This design comes from an exercise in tuning for small area on the open sky130 flow, not from production work. Only simulation tests tie the RTL to the original design; equivalence was not proved. Power and IR drop assume default switching activity.

==> inputs of run M <==
Design USB_Device_Controller_Top, start of the top module:
module USB_Device_Controller_Top
(
    input clk_i         ,
    input reset_i       ,
    output usbrst_o      ,
    output highspeed_o   ,
    output suspend_o     ,
    output online_o      ,
    input  [7:0]    txdat_i  ,
    input           txval_i  ,
    input  [11:0]   txdat_len_i  ,
    input  [3:0]    txiso_pid_i  ,
    input           txcork_i ,
    output          txpop_o  ,
    output          txact_o  ,
    output          txpktfin_o  ,
    output [7:0]    rxdat_o  ,
    output          rxval_o  ,
    input           rxrdy_i  ,
    output          rxact_o  ,
    output          rxpktval_o  ,
    output          setup_o,
    output [3:0]    endpt_o  ,
    output          sof_o    ,
    input  [7:0]    inf_alter_i,
    output [7:0]    inf_alter_o,
    output [7:0]    inf_sel_o,
    output          inf_set_o,
    output [9:0]    descrom_raddr_o,         
    input  [7:0]    descrom_rdata_i,         
    input  [9:0]    desc_dev_addr_i,         
    input  [7:0]    desc_dev_len_i,          
    input  [9:0]    desc_qual_addr_i,        
    input  [7:0]    desc_qual_len_i,         
    input  [9:0]    desc_fscfg_addr_i,       
    input  [7:0]    desc_fscfg_len_i,        
    input  [9:0]    desc_hscfg_addr_i,       
    input  [7:0]    desc_hscfg_len_i,        
    input  [9:0]    desc_oscfg_addr_i,       
    input  [9:0]    desc_strlang_addr_i,     
    input  [9:0]    desc_strvendor_addr_i,   
    input  [7:0]    desc_strvendor_len_i,    
    input  [9:0]    desc_strproduct_addr_i,  
    input  [7:0]    desc_strproduct_len_i,   
    input  [9:0]    desc_strserial_addr_i,   
    input  [7:0]    desc_strserial_len_i,    
    input           desc_have_strings_i,     
    output [7:0] utmi_dataout_o   ,
    output       utmi_txvalid_o   ,
    input        utmi_txready_i   ,
    input  [7:0] utmi_datain_i    ,
    input        utmi_rxactive_i  ,
    input        utmi_rxvalid_i   ,
    input        utmi_rxerror_i   ,
    input  [1:0] utmi_linestate_i ,
    output [1:0] utmi_opmode_o    ,
    output       utmi_xcvrselect_o,
    output       utmi_termselect_o,
    output       utmi_reset_o
);
export LEC_CHECK = 0
export ABC_AREA = 1
export CAP_MARGIN = 20
export CORE_MARGIN = 2
export CORE_UTILIZATION = 40
export GPL_TIMING_DRIVEN = 0
export PLACE_DENSITY = 0.6
export SLEW_MARGIN = 20
create_clock -name core_clock -period 10.0 [get_ports {clk_i}]
standard.sh (not shown) runs the stock make flow with config.mk's settings and CLKGATE_MAP_FILE= SYNTH_SCRIPT=/design/flow/synth_recipe.tcl, a recipe that flattens the netlist after the stock synthesis.
==> flow/flow/run.sh <==
#!/bin/bash
# Own layout flow: the standard flow (standard.sh, unchanged synthesis) with
#  - plain buf_1 cells as the input/output port buffers,
#  - synthesis buffers removed at floorplan instead of timing-driven placement,
#  - a clock tree of clkbuf_4 cells over clusters of at most 10 flip-flops, without dummy loads.
# All tool output goes to the ORFS logs under orfs/logs and to flow_make.log here.
set -uo pipefail
export BUFFER_PORTS_ARGS="-buffer_cell sky130_fd_sc_hd__buf_1"
export CTS_ARGS="-sink_clustering_enable -repair_clock_nets -dont_use_dummy_load -buf_list {sky130_fd_sc_hd__clkbuf_4} -sink_clustering_size 10 -sink_clustering_max_diameter 50"
export REMOVE_ABC_BUFFERS=1
bash standard.sh finish > flow_make.log 2>&1
==> inputs of run A, as changes to run M <==
--- a/flow/design.v
+++ b/flow/design.v
@@ -316,33 +316,25 @@
     assign q_highspeed = usbi_highspeed;
     wire [ENDPT_NUM:0] endpt_in;
     wire [ENDPT_NUM:0] endpt_out;
     genvar i;
     generate
         for(i=1;i<=ENDPT_NUM;i=i+1) begin : halt_sync
             always @(posedge clk_i) begin
-                if (s_reset == 1) begin
-                    halt_in[i] <= 0;
-                    halt_out[i] <= 0;
-                end
-                else if (usbi_usbrst == 1) begin
+                if (usbi_usbrst == 1) begin
                     halt_in[i] <= 0;
                     halt_out[i] <= 0;
                 end
                 else begin
                     halt_in[i] <= (halt_in[i] || usbc_sethlt_in[i]) && (~usbc_clr_in[i]);
                     halt_out[i] <= (halt_out[i] || usbc_sethlt_out[i]) && (~usbc_clr_out[i]);
                 end
             end
             always @(posedge clk_i) begin
-                if (s_reset == 1) begin
-                    isync[i] <= 0;
-                    osync[i] <= 0;
-                end
-                else if (usbi_usbrst == 1) begin
+                if (usbi_usbrst == 1) begin
                     isync[i] <= 0;
                     osync[i] <= 0;
                 end
                 else if (cur_state == ST_IDLE) begin
                     isync[i] <= isync[i] && (~usbc_clr_in[i]);
                     osync[i] <= osync[i] && (~usbc_clr_out[i]);
                 end
@@ -363,19 +355,15 @@
                 end
             end
         end
     endgenerate
     reg endpt0_isync;
     reg endpt0_osync;
     always @(posedge clk_i) begin
-        if (s_reset == 1) begin
-            endpt0_isync <= 1'b1;
-            endpt0_osync <= 1'b1;
-        end
-        else if (usbi_usbrst == 1) begin
+        if (usbi_usbrst == 1) begin
             endpt0_isync <= 1'b1;
             endpt0_osync <= 1'b1;
         end
         else if (cur_state == ST_SETUP) begin
             endpt0_isync <= 1'b1;
             endpt0_osync <= 1'b1;
         end
@@ -393,72 +381,50 @@
         end
     end
     assign crc_dbg_dataout_o[0] = endpt0_isync;
     assign crc_dbg_dataout_o[1] = endpt0_osync;
     assign crc_dbg_dataout_o[2] = isync[1];
     assign crc_dbg_dataout_o[3] = osync[1];
     always @(posedge clk_i) begin
-        if (s_reset == 1) begin
-            s_endpt_rxrdy  <= 1'b0;
-            s_endpt_txcork <= 1'b0;
-            s_halt_out     <= 1'b0;
-            s_halt_in      <= 1'b0;
-            s_osync        <= 1'b0;
-            s_isync        <= 1'b0;
-        end
-        else begin
+        begin
             s_endpt_rxrdy  <= rxrdy_i;
             s_endpt_txcork <= txcork_i;
             s_halt_out     <= (usbt_endpt >= 1 && usbt_endpt <= ENDPT_NUM) ? halt_out[usbt_endpt] : 1'b0;
             s_halt_in      <= (usbt_endpt >= 1 && usbt_endpt <= ENDPT_NUM) ? halt_in[usbt_endpt] : 1'b0;
             s_osync        <= (usbt_endpt >= 1 && usbt_endpt <= ENDPT_NUM) ? osync[usbt_endpt] : 1'b0;
             s_isync        <= (usbt_endpt >= 1 && usbt_endpt <= ENDPT_NUM) ? isync[usbt_endpt] : 1'b0;
         end
     end
     reg [11:0] bufptr_d;
     always @(*) begin
-        if (s_reset == 1 || usbi_usbrst == 1 || cur_state == ST_IDLE)
+        if (cur_state == ST_IDLE)
             bufptr_d = 12'd0;
         else if (cur_state == ST_INSTART || (cur_state == ST_INSEND && usbt_txrdy == 1))
             bufptr_d = s_bufptr + 1'b1;
         else
             bufptr_d = s_bufptr;
     end
     reg s_bufptr_eq_stop;
     reg s_bufptr_ge_stop;
     always @(posedge clk_i) begin
         s_bufptr <= bufptr_d;
-        if (s_reset == 1) begin
-            s_bufptr_eq_stop <= 1'b0;
-            s_bufptr_ge_stop <= 1'b0;
-        end
-        else begin
-            s_bufptr_eq_stop <= (bufptr_d == txdat_len_i);
-            s_bufptr_ge_stop <= (bufptr_d >= txdat_len_i);
-        end
+        s_bufptr_eq_stop <= (txdat_len_i == 12'd0);
+        s_bufptr_ge_stop <= (bufptr_d >= txdat_len_i);
     end
     generate
        for(i=0;i<=ENDPT_NUM;i=i+1) begin : set_endpt
             assign endpt_in[i]  = (usbt_endpt == i);
             assign endpt_out[i] = (usbt_endpt == i);
         end
     endgenerate
     always @(posedge clk_i) begin
-        if (s_reset == 1) begin
-            cur_state <= ST_IDLE;
-        end
-        else begin
-            cur_state <= next_state;
-        end
+        cur_state <= next_state;
     end
     always @(*) begin
-        if (s_reset == 1) begin
-            next_state = ST_IDLE;
-        end
-        else if (usbi_usbrst == 1) begin
+        if (usbi_usbrst == 1) begin
             next_state  = ST_IDLE;
         end
         else begin
             case (cur_state)
                 ST_IDLE : begin
                     if ((usbt_out == 1)&&(|endpt_out))begin
                         if (s_halt_out == 1) begin
@@ -578,19 +544,15 @@
                         next_state = ST_OUTNAK;
                     end
                 default: next_state  = ST_IDLE;
             endcase
         end
     end
     always @(posedge clk_i) begin
-        if (s_reset == 1) begin
-            s_endpt_tx_en <= 1'b0;
-            s_nyet <= 0;
-        end
-        else if (usbi_usbrst == 1) begin
+        if (usbi_usbrst == 1) begin
             s_endpt_tx_en <= 1'b0;
             s_nyet <= 0;
         end
         else begin
             case (cur_state)
                 ST_IDLE : begin
                     s_nyet <= 0;
@@ -609,68 +571,46 @@
     end
 reg [7:0] rxdat_d0;
 reg [7:0] rxdat_d1;
 reg [7:0] rxdat_d2;
 reg       rxval_d0;
 reg       rxval_d1;
 reg       rxval_d2;
+wire rx_shift = (cur_state == ST_OUTRECV || cur_state == ST_SETUP) && usbt_rxrdy == 1;
+wire rx_clear = (cur_state == ST_OUTRECV && usbt_out == 0) || (cur_state == ST_SETUP && usbt_setup == 0);
+always @ (posedge clk_i) begin
+    if (rx_shift) begin
+        rxdat_d0 <= usbt_rxdat;
+        rxdat_d1 <= rxdat_d0;
+    end
+    rxdat_d2 <= (rx_shift && rxval_d1) ? rxdat_d1 : 8'd0;
+end
 always @ (posedge clk_i) begin
     if (reset_i) begin
-        rxdat_d0 <= 8'd0;
-        rxdat_d1 <= 8'd0;
-        rxdat_d2 <= 8'd0;
+        rxval_d0 <= 1'd0;
+        rxval_d1 <= 1'd0;
+        rxval_d2 <= 1'd0;
+    end
+    else if (rx_shift) begin
+        rxval_d0 <= 1'b1;
+        rxval_d1 <= rxval_d0;
+        rxval_d2 <= rxval_d1;
+    end
+    else if (rx_clear) begin
         rxval_d0 <= 1'd0;
         rxval_d1 <= 1'd0;
         rxval_d2 <= 1'd0;
     end
     else begin
-        if (cur_state == ST_OUTRECV && usbt_rxrdy == 1) begin
-            rxdat_d0 <= usbt_rxdat;
-            rxdat_d1 <= rxdat_d0;
-            rxdat_d2 <= rxdat_d1;
-            rxval_d0 <= 1'b1;
-            rxval_d1 <= rxval_d0;
-            rxval_d2 <= rxval_d1;
-        end
-        else if (cur_state == ST_SETUP && usbt_rxrdy == 1) begin
-            rxdat_d0 <= usbt_rxdat;
-            rxdat_d1 <= rxdat_d0;
-            rxdat_d2 <= rxdat_d1;
-            rxval_d0 <= 1'b1;
-            rxval_d1 <= rxval_d0;
-            rxval_d2 <= rxval_d1;
-        end
-        else if (cur_state == ST_OUTRECV && usbt_out == 0) begin
-            rxdat_d0 <= 8'd0;
-            rxdat_d1 <= 8'd0;
-            rxdat_d2 <= 8'd0;
-            rxval_d0 <= 1'd0;
-            rxval_d1 <= 1'd0;
-            rxval_d2 <= 1'd0;
-        end
-        else if (cur_state == ST_SETUP && usbt_setup == 0) begin
-            rxdat_d0 <= 8'd0;
-            rxdat_d1 <= 8'd0;
-            rxdat_d2 <= 8'd0;
-            rxval_d0 <= 1'd0;
-            rxval_d1 <= 1'd0;
-            rxval_d2 <= 1'd0;
-        end
-        else begin
-            rxdat_d2 <= 8'd0;
-            rxval_d2 <= 1'd0;
-        end
+        rxval_d2 <= 1'd0;
     end
 end
 reg rx_packet_valid;
 always @ (posedge clk_i) begin
-    if (reset_i) begin
-        rx_packet_valid <= 1'b0;
-    end
-    else begin
+    begin
         if (cur_state == ST_OUTRECV) begin
             if (usbt_fin == 1) begin
                 if (usbt_type == 1'b1) begin
                     rx_packet_valid <= 1'b1;
                 end
                 else if (usbt_osync == s_osync) begin
                     rx_packet_valid <= 1'b1;
@@ -762,34 +702,36 @@
     output wire P_CHIRPK,
     output wire PHY_RESET,
     input wire [1 : 0] PHY_LINESTATE,
     output wire [1 : 0] PHY_OPMODE,
     output wire         PHY_XCVRSELECT,
     output wire PHY_TERMSELECT
 );
-    localparam TIME_SUSPEND = 20'd180000;
-    localparam TIME_RESET = 16'd10000;
-    localparam TIME_SUSPRST = 20'd360000;
-    localparam TIME_CHIRPK  = 20'd72000;
-    localparam TIME_FILT = 8'd165;
-    localparam TIME_WTFS = 20'd66000;
-    localparam TIME_WTRSTHS = 20'd6000;
-    localparam TIME_OVERFLOW = 20'd102000;
+    localparam TIME_SUSPEND = 19'h5d54d;  
+    localparam TIME_RESET = 16'hebdd;  
+    localparam TIME_SUSPRST = 19'h7870c;  
+    localparam TIME_CHIRPK  = 19'h53159;  
+    localparam TIME_FILT = 16'h7570;  
+    localparam TIME_WTFS = 19'h38e7d;  
+    localparam TIME_WTRSTHS = 19'h08ae4;  
+    localparam TIME_OVERFLOW = 19'h1b637;  
     localparam ST_INIT        = 4'h0;
     localparam ST_FSRESET    = 4'h1;
     localparam ST_FULLSPEED    = 4'h2;
     localparam ST_SUSPEND    = 4'h3;
     localparam ST_SUSPRESET    = 4'h4;
     localparam ST_SENDCHIRP    = 4'h5;
     localparam ST_RECVCHIRP    = 4'h6;
     localparam ST_HIGHSPEED    = 4'h7;
     localparam ST_HSREVERT    = 4'h8;
     reg [3 : 0] s_state;
-    reg [13 : 0] s_timer1;
+    reg [15 : 0] s_timer1;
     reg [18 : 0] s_timer2;
+    wire [15 : 0] timer1_step = {s_timer1[14:0], s_timer1[15] ^ s_timer1[13] ^ s_timer1[12] ^ s_timer1[10] ^ (s_timer1[14:0] == 15'd0)};
+    wire [18 : 0] timer2_step = {s_timer2[17:0], ~(s_timer2[18] ^ s_timer2[17] ^ s_timer2[16] ^ s_timer2[13])};
     reg [2 : 0] s_chirpcnt;
     reg s_highspeed;
     reg s_suspend;
     reg [1 : 0] s_linestate;
     reg         s_reset;
     reg [1 : 0] s_opmode;
     reg         s_xcvrselect;
@@ -966,21 +908,21 @@
                     end
                 end
             endcase
             if(v_clrtimer1 == 1'b1) begin
                 s_timer1 <= 'h0;
             end
             else begin
-                s_timer1 <= s_timer1 + 1;
+                s_timer1 <= timer1_step;
             end
             if(v_clrtimer2 == 1'b1) begin
                 s_timer2 <= 'h0;
             end
             else begin
-                s_timer2 <= s_timer2 + 1;
+                s_timer2 <= timer2_step;
             end
         end
     end
     always@(posedge CLK) begin
         if(phy_linestate_rst || RESET) begin
             s_suspend <= 1'b0;
       end
@@ -1083,35 +1025,35 @@
     wire stuck_in_2nd_or_3rd_state;
     reg [3:0] stuck_in_2nd_or_3rd_state_counter;
     assign stuck_in_2nd_or_3rd_state = (stuck_in_2nd_or_3rd_state_counter >= 4'd10) ? 1'b1 : 1'b0;
     assign stuck_in_2nd_or_3rd_state_o = stuck_in_2nd_or_3rd_state;
     reg s_in;
     reg s_out;
     wire s_sof = ~(s_in | s_out | s_setup | s_ping);
-    reg s_in_valid;
-    reg s_out_valid;
+    reg s_tok_valid;
+    wire s_in_valid  = s_in & s_tok_valid;
+    wire s_out_valid = s_out & s_tok_valid;
     reg s_sof_valid;
     reg s_setup  ;
     reg s_ping;
     reg s_finished;
     reg s_prevrxact;
     reg s_sendpid3;
     reg s_sendpid2;
     wire [3:0] s_sendpid = (s_state == ST_SENDDATA) ? {s_sendpid3, 3'b011} : {s_sendpid3, s_sendpid2, 2'b10};
     wire [7:0] s_sendpid_mirrored;
     assign s_sendpid_mirrored = {~s_sendpid, s_sendpid};
     reg [3:0] s_endpt;
     reg s_osync;
-    localparam wait_timeout_ls = 16'b0001111111111111;
-    localparam wait_timeout_fs = 16'b0000000111111111;
-    localparam wait_timeout_hs = 16'b0000000011111111;
-    localparam wait_send_fs = 16'b0000000000001110;
-    localparam wait_send_ls = 16'b0000000001110000;
-    localparam wait_send_hs = 16'b0000000000000010;
+    localparam wait_timeout_fs = 16'd511;  
+    localparam wait_timeout_hs = 16'd255;  
+    localparam wait_send_fs = 16'd14;  
+    localparam wait_send_hs = 16'd2;  
     reg[15:0] wait_count;
+    wire [15:0] wait_count_dec = wait_count - 1'b1;
     assign T_IN    = s_in_valid & s_active;   
     assign T_OUT   = s_out_valid & s_active;  
     assign T_SOF   = s_sof_valid; 
     assign T_SETUP = s_setup & s_active;
     assign T_PING  = s_ping & s_active;
     assign T_FIN   = s_finished;   
     assign T_ENDPT = s_endpt;
@@ -1130,16 +1072,15 @@
 always @(posedge CLK)
     s_prevrxact     <= P_RXACT;
 always @(posedge CLK ) begin
     if(RESET) begin
         s_state         <= ST_IDLE;
         s_in            <= 0;
         s_out           <= 0;
-        s_in_valid      <= 1'b0;
-        s_out_valid     <= 1'b0;
+        s_tok_valid     <= 1'b0;
         s_sof_valid     <= 0;
         s_setup         <= 0;
         s_ping          <= 0;
         s_finished      <= 0;
         s_endpt         <= 0;
         s_osync         <= 0;
         wait_count      <= 0;
@@ -1152,16 +1093,15 @@
         case(s_state)
             ST_IDLE: begin
                 s_in            <= 0;
                 s_out           <= 0;
                 s_setup         <= 0;
                 s_ping          <= 0;
                 s_finished      <= 0;
-                s_in_valid      <= 1'b0;
-                s_out_valid     <= 1'b0;
+                s_tok_valid     <= 1'b0;
                 s_sof_valid     <= 0;
                 ack_timeout_o   <= 1'b0;
                 ack_received_o  <= 1'b0;
                 ack_bad_packet_o<= 1'b0;
                 stuck_in_2nd_or_3rd_state_counter <= 4'b0;
                 if(P_RXRDY == 1) begin
                     case (P_RXDAT[3:0])
@@ -1233,21 +1173,16 @@
                 if (stuck_in_2nd_or_3rd_state_counter < 4'd10) stuck_in_2nd_or_3rd_state_counter <= stuck_in_2nd_or_3rd_state_counter + 1'b1;
                 else stuck_in_2nd_or_3rd_state_counter <= stuck_in_2nd_or_3rd_state_counter;
             end
             ST_GETTOKEN3: begin
                 stuck_in_2nd_or_3rd_state_counter <= 4'b0;
                 if (P_RXFIN == 1) begin
                     s_state <= ST_GOTTOKEN;
-                    if (s_in) begin
-                        s_in_valid <= 1'b1;
-                        s_out_valid <= 1'b0;
-                    end
-                    else if (s_out) begin
-                        s_in_valid <= 1'b0;
-                        s_out_valid <= 1'b1;
+                    if (s_in | s_out) begin
+                        s_tok_valid <= 1'b1;
                     end
                 end else if(P_RXACT == 0) begin
                     s_state <= ST_IDLE;
                 end
                 if (s_in == 1) begin
                    if (I_HIGHSPEED == 1)
                        wait_count <= wait_send_hs;
@@ -1270,16 +1205,15 @@
             ST_GOTTOKEN: begin
                 if (P_RXACT == 1) begin
                     if (P_RXRDY == 1) begin
                         if (((s_out == 1) || (s_setup == 1)) && (P_RXDAT[2:0] == pid_data)) begin
                             s_osync <= P_RXDAT[3];
                             s_state <= ST_GETDATA;
                         end    else begin
-                            s_in_valid <= 0;
-                            s_out_valid <= 0;
+                            s_tok_valid <= 0;
                             s_in    <= 0;
                             s_out   <= 0;
                             s_setup <= 0;
                             s_ping  <= 0;
                             case(P_RXDAT[3:0])
                                 pid_out: begin
                                     s_out <= 1;
@@ -1325,15 +1259,15 @@
                     s_state <= ST_SENDSHAKE;
                     s_sendpid3 <= T_STALL | T_NAK;
                     s_sendpid2 <= T_STALL;
                 end
                 else if (wait_count == 0)begin
                     s_state <= ST_IDLE;
                 end
-                wait_count <= wait_count - 1;
+                wait_count <= wait_count_dec;
             end
             ST_SENDSHAKE: begin
                 if (P_TXRDY == 1) begin
                     s_finished <= 1;
                     s_state <= ST_IDLE;
                 end
             end
@@ -1352,15 +1286,15 @@
             ST_GOTDATA: begin
                 if (wait_count == 0) begin
                     s_state <= ST_SENDSHAKE;
                     s_sendpid3 <= T_STALL | T_NAK;
                     s_sendpid2 <= T_STALL | (~T_NAK & I_HIGHSPEED & T_NYET);
                 end
                 else begin
-                    wait_count <= wait_count - 1;
+                    wait_count <= wait_count_dec;
                 end
             end
             ST_SENDDATA: begin
                 if (P_TXRDY == 1) begin
                     s_state <= ST_SENDING;
                 end
             end
@@ -1387,31 +1321,31 @@
                 if (P_RXACT == 1) begin
                     if (P_RXRDY == 1) begin
                         case (P_RXDAT[3:0])
                             pid_ack: begin
                                 s_state <= ST_GETACK;
                             end
                             pid_out: begin
-                                s_in_valid <= 0;
+                                s_tok_valid <= 0;
                                 s_in    <= 0;
                                 s_out   <= 1;
                                 s_state <= ST_GETTOKEN1;
                             end
                             pid_in: begin
                                 s_in    <= 1;
                                 s_state <= ST_GETTOKEN1;
                             end
                             pid_setup: begin
-                                s_in_valid <= 0;
+                                s_tok_valid <= 0;
                                 s_in    <= 0;
                                 s_setup <= 1;
                                 s_state <= ST_GETTOKEN1;
                             end
                             pid_ping: begin
-                                        s_in_valid <= 0;
+                                        s_tok_valid <= 0;
                                     s_in    <= 0;
                                     s_ping  <= 1;
                                     s_state <= ST_GETTOKEN1;
                             end
                             default: begin
                                 s_state <= ST_WAITSKIP;
                             end
@@ -1420,29 +1354,29 @@
                 end else if (s_prevrxact == 1) begin
                         ack_bad_packet_o <= 1'b1;
                         s_state <= ST_IDLE;
                 end else if (wait_count == 0) begin
                     ack_timeout_o <= 1'b1;
                     s_state <= ST_IDLE;
                 end
-                    wait_count <= wait_count - 1;
+                    wait_count <= wait_count_dec;
             end
             ST_WAITSKIP: begin
                 if (wait_count == 0) begin
                     s_state <= ST_SKIP;
                 end else if (P_RXACT == 0) begin
                     if (T_TYPE == 2'd1) begin  
                         s_state <= ST_IDLE;
                         s_finished <= 1;
                     end
                     else begin
                         s_state <= ST_WAITACK;
                     end
                 end
-                wait_count <= wait_count - 1;
+                wait_count <= wait_count_dec;
             end
             ST_GETACK: begin
                 if (P_RXFIN == 1) begin
                     ack_received_o <= 1'b1;
                     s_finished <= 1;
                     s_state <= ST_IDLE;
                 end
@@ -1490,21 +1424,23 @@
     reg s_txfirst;
     reg s_rxactive;
     reg s_rxvalid;
     reg s_rxerror;
     reg [7 : 0] s_datain;
     reg s_txready;
     reg [7 : 0] s_dataout;
-    reg s_rxgoodpacket;
     localparam crc5_gen  = 5'b00101;
     localparam crc5_res  = 5'b01100;
     localparam crc16_gen = 16'b1000000000000101;
     localparam crc16_res = 16'b1000000000001101;
     reg [4 : 0] crc5_buf ;
     reg [15 : 0]  crc16_buf;
+    wire s_rxgoodpacket = (s_state == ST_RSHAKE)
+                        | (s_state == ST_RTOKEN && crc16_buf[4:0] == crc5_res)
+                        | (s_state == ST_RDATA && crc16_buf == crc16_res);
     reg [7 : 0] v_dataout;
     reg v_txvalid;
     reg v_crc_upd;
     reg [7 : 0] v_crc_data;
     reg [4 : 0] v_crc5_new;
     reg [15 : 0] v_crc16_new;
     integer i;
@@ -1568,21 +1504,19 @@
         s_rxactive <= PHY_RXACTIVE;
         s_rxvalid  <= PHY_RXVALID;
         s_rxerror  <= PHY_RXERROR;
         s_datain   <= PHY_DATAIN;
         s_txready  <= PHY_TXREADY;
         if(RESET) begin
             s_state        <= ST_NONE;
-            s_rxgoodpacket <= 1'b0;
         end
         else begin
             case(s_state)
                 ST_NONE : begin
                     crc16_buf      <= 16'hFFFF;
-                    s_rxgoodpacket <= 1'b0;
                     if(P_CHIRPK) begin
                         s_state <= ST_CHIRPK;
                     end    else if(s_rxactive) begin
                         if(s_rxerror) begin
                             s_state <= ST_RWAIT;
                         end    else if(s_rxvalid) begin
                             if (s_datain[3:0] ==  ~s_datain[7:4]) begin
@@ -1591,15 +1525,14 @@
                                         s_state <= ST_RTOKEN;
                                     end
                                     2'b11 : begin  
                                         s_state <= ST_RDATA;
                                     end
                                     2'b10 : begin  
                                         s_state        <= ST_RSHAKE;
-                                        s_rxgoodpacket <= 1'b1;
                                     end
                                     default : begin  
                                         s_state <= ST_RTOKEN;
                                     end
                                 endcase
                             end    else begin
                                 s_state <= ST_RWAIT;
@@ -1614,52 +1547,41 @@
                 ST_CHIRPK : begin
                     if (!P_CHIRPK) begin
                         s_state <= ST_NONE;
                     end
                 end
                 ST_RTOKEN : begin
                     if(!s_rxactive) begin
-                        s_rxgoodpacket <= 1'b0;
                         s_state        <= ST_NONE;
                     end    else if(s_rxerror) begin
-                        s_rxgoodpacket <= 1'b0;
                         s_state <= ST_RWAIT;
                     end    else if(s_rxvalid) begin
                         v_crc5_new = crc5_upd(crc16_buf[4:0], s_datain);
                         crc16_buf[4:0] <= v_crc5_new;
-                        if(v_crc5_new == crc5_res) begin
-                            s_rxgoodpacket <= 1'b1;
-                        end    else begin
-                            s_rxgoodpacket <= 1'b0;
-                        end
                     end
                 end
                 ST_RDATA : begin
                     if(!s_rxactive) begin
-                        s_rxgoodpacket <= 1'b0;
                         s_state        <= ST_NONE;
                     end    else if(s_rxerror) begin
-                        s_rxgoodpacket <= 1'b0;
                         s_state        <= ST_RWAIT;
                     end else if(s_rxvalid) begin
                         v_crc_upd  = 1'b1;
                         v_crc_data = s_datain;
                     end
                 end
                 ST_RWAIT : begin
                     if (!s_rxactive) begin
                         s_state <= ST_NONE;
                     end
                 end
                 ST_RSHAKE : begin
                     if(!s_rxactive) begin
-                        s_rxgoodpacket <= 1'b0;
                         s_state        <= ST_NONE;
                     end    else if(s_rxerror | s_rxvalid) begin
-                        s_rxgoodpacket <= 1'b0;
                         s_state        <= ST_RWAIT;
                     end
                 end
                 ST_TSTART : begin
                     v_txvalid = 1'b1;
                     case(P_TXDAT[1:0])
                         2'b11 : begin  
@@ -1706,19 +1628,14 @@
                     end
                 end
             endcase
         end
         if(v_crc_upd) begin
             v_crc16_new = crc16_upd(crc16_buf, v_crc_data);
             crc16_buf   <= v_crc16_new;
-            if(s_state == ST_RDATA && v_crc16_new == crc16_res) begin
-                s_rxgoodpacket <= 1'b1;
-            end    else begin
-                s_rxgoodpacket <= 1'b0;
-            end
         end
         if(RESET) begin
             PHY_TXVALID <= 1'b0;
             PHY_DATAOUT <= 8'h00;
         end    else if(s_state == ST_CHIRPK) begin
             PHY_TXVALID <= P_CHIRPK;
             PHY_DATAOUT <= 8'h00;
ABC_AREA = not set   (was 1)
==> summary of the runs <==
Run M passed the timing, DRC and antenna checks. Run A ran to the end with no violations.
Of run A and run M, run M has the higher synthesized cell count (gap 24%, measured against run M).
Of run A and run M, run M has the higher clock skew (gap 0.035 ns).
Against run A, the first-iteration DRC count of run M is lower by 2.0%.
Against run M, the cell count of run A is lower by about 22%.
Of run A and run M, run M has the higher global-route usage (gap 1.8 points).
Against run A, the area after synthesis of run M is larger by 5.6%.
Utilization: run M is higher than run A (0.34 points).
Flip-flop and latch count is the same in run A and run M.
Between run M and run A, the lower routed wire length is in run A (gap about 14%, measured against run A).
==> figures <==
Crit path max-delay cell type: run M sky130_fd_sc_hd__buf_1; run A sky130_fd_sc_hd__o21ai_0
Overall power consumption: run M 2860 uW; run A 2990 uW
Area share of buffers outside the clock network: run M 4.13%; run A 4.38%
Die Y-Extent: run M 216 um; run A 210 um
Pre-antenna DRT Iters: run M 6; run A 8
Nets: run M 3005; run A 2323
Final cell count without fillers: run M 3347; run A 2618
Run status: run M no timing/DRC/antenna violations; run A no timing/DRC/antenna violations
Worst setup skew after layout: run M 0.131 ns; run A 0.0959 ns
Maximum operating frequency: run M 173 MHz; run A 146 MHz
GR met1 Demand/Resource: run M 31.0%; run A 29.6%
Synthesized area per cell: run M 7.02 um2; run A 8.79 um2
Total sequential power: run M 1440 uW; run A 1560 uW
Unique masters post-synth: run M 70; run A 91
Clk cell area share: run M 1.64%; run A 1.75%
Worst-case headroom to the max-slew limit: run M 20.9%; run A 17.5%
Met2 wire length: run M 26.0 mm; run A 22.4 mm
Signal inverters: run M 376; run A 59
Share of the synthesized area in compound gates (AO/OA/AOI/OAI): run M 16.5%; run A 17.6%
Finished layout cell area: run M 19700 um2; run A 18500 um2

-- port drivers added, routing unchanged --
In the flow no input, the clock included, has a driving cell. The finished layouts below were timed again as built, in two steps.
Step 1 (the two cells are an assumption about what drives the block):
set clk [get_ports {clk_i}]
set_driving_cell -lib_cell sky130_fd_sc_hd__clkbuf_16 $clk
set_driving_cell -lib_cell sky130_fd_sc_hd__buf_2 [delete_from_list [all_inputs] $clk]
Step 2, shift: input delay + t, output delay - t, t = (earliest + latest rising clock arrival at the registers) / 2. This alone moves slack from input paths to output paths.
Three values: ideal ports, drivers, drivers and shift; two values: the first two.
run | t (ns) | slack for setup (ns) | latest minus earliest clock arrival (ns) | worst register clock-pin slew, ns | worst data-port slew with drivers (ns)
run M | 0.787 | 4.236 / 4.211 / 4.211 | 0.131 / 0.131 | 0.11 / 0.11 | 0.04
run A | 0.773 | 3.170 / 3.147 / 2.897 | 0.098 / 0.098 | 0.11 / 0.11 | 0.04
After both steps every run listed still meets setup and hold. The setup slack of run A, which loses most, moves by -0.023 ns with the drivers and by -0.273 ns with both steps.
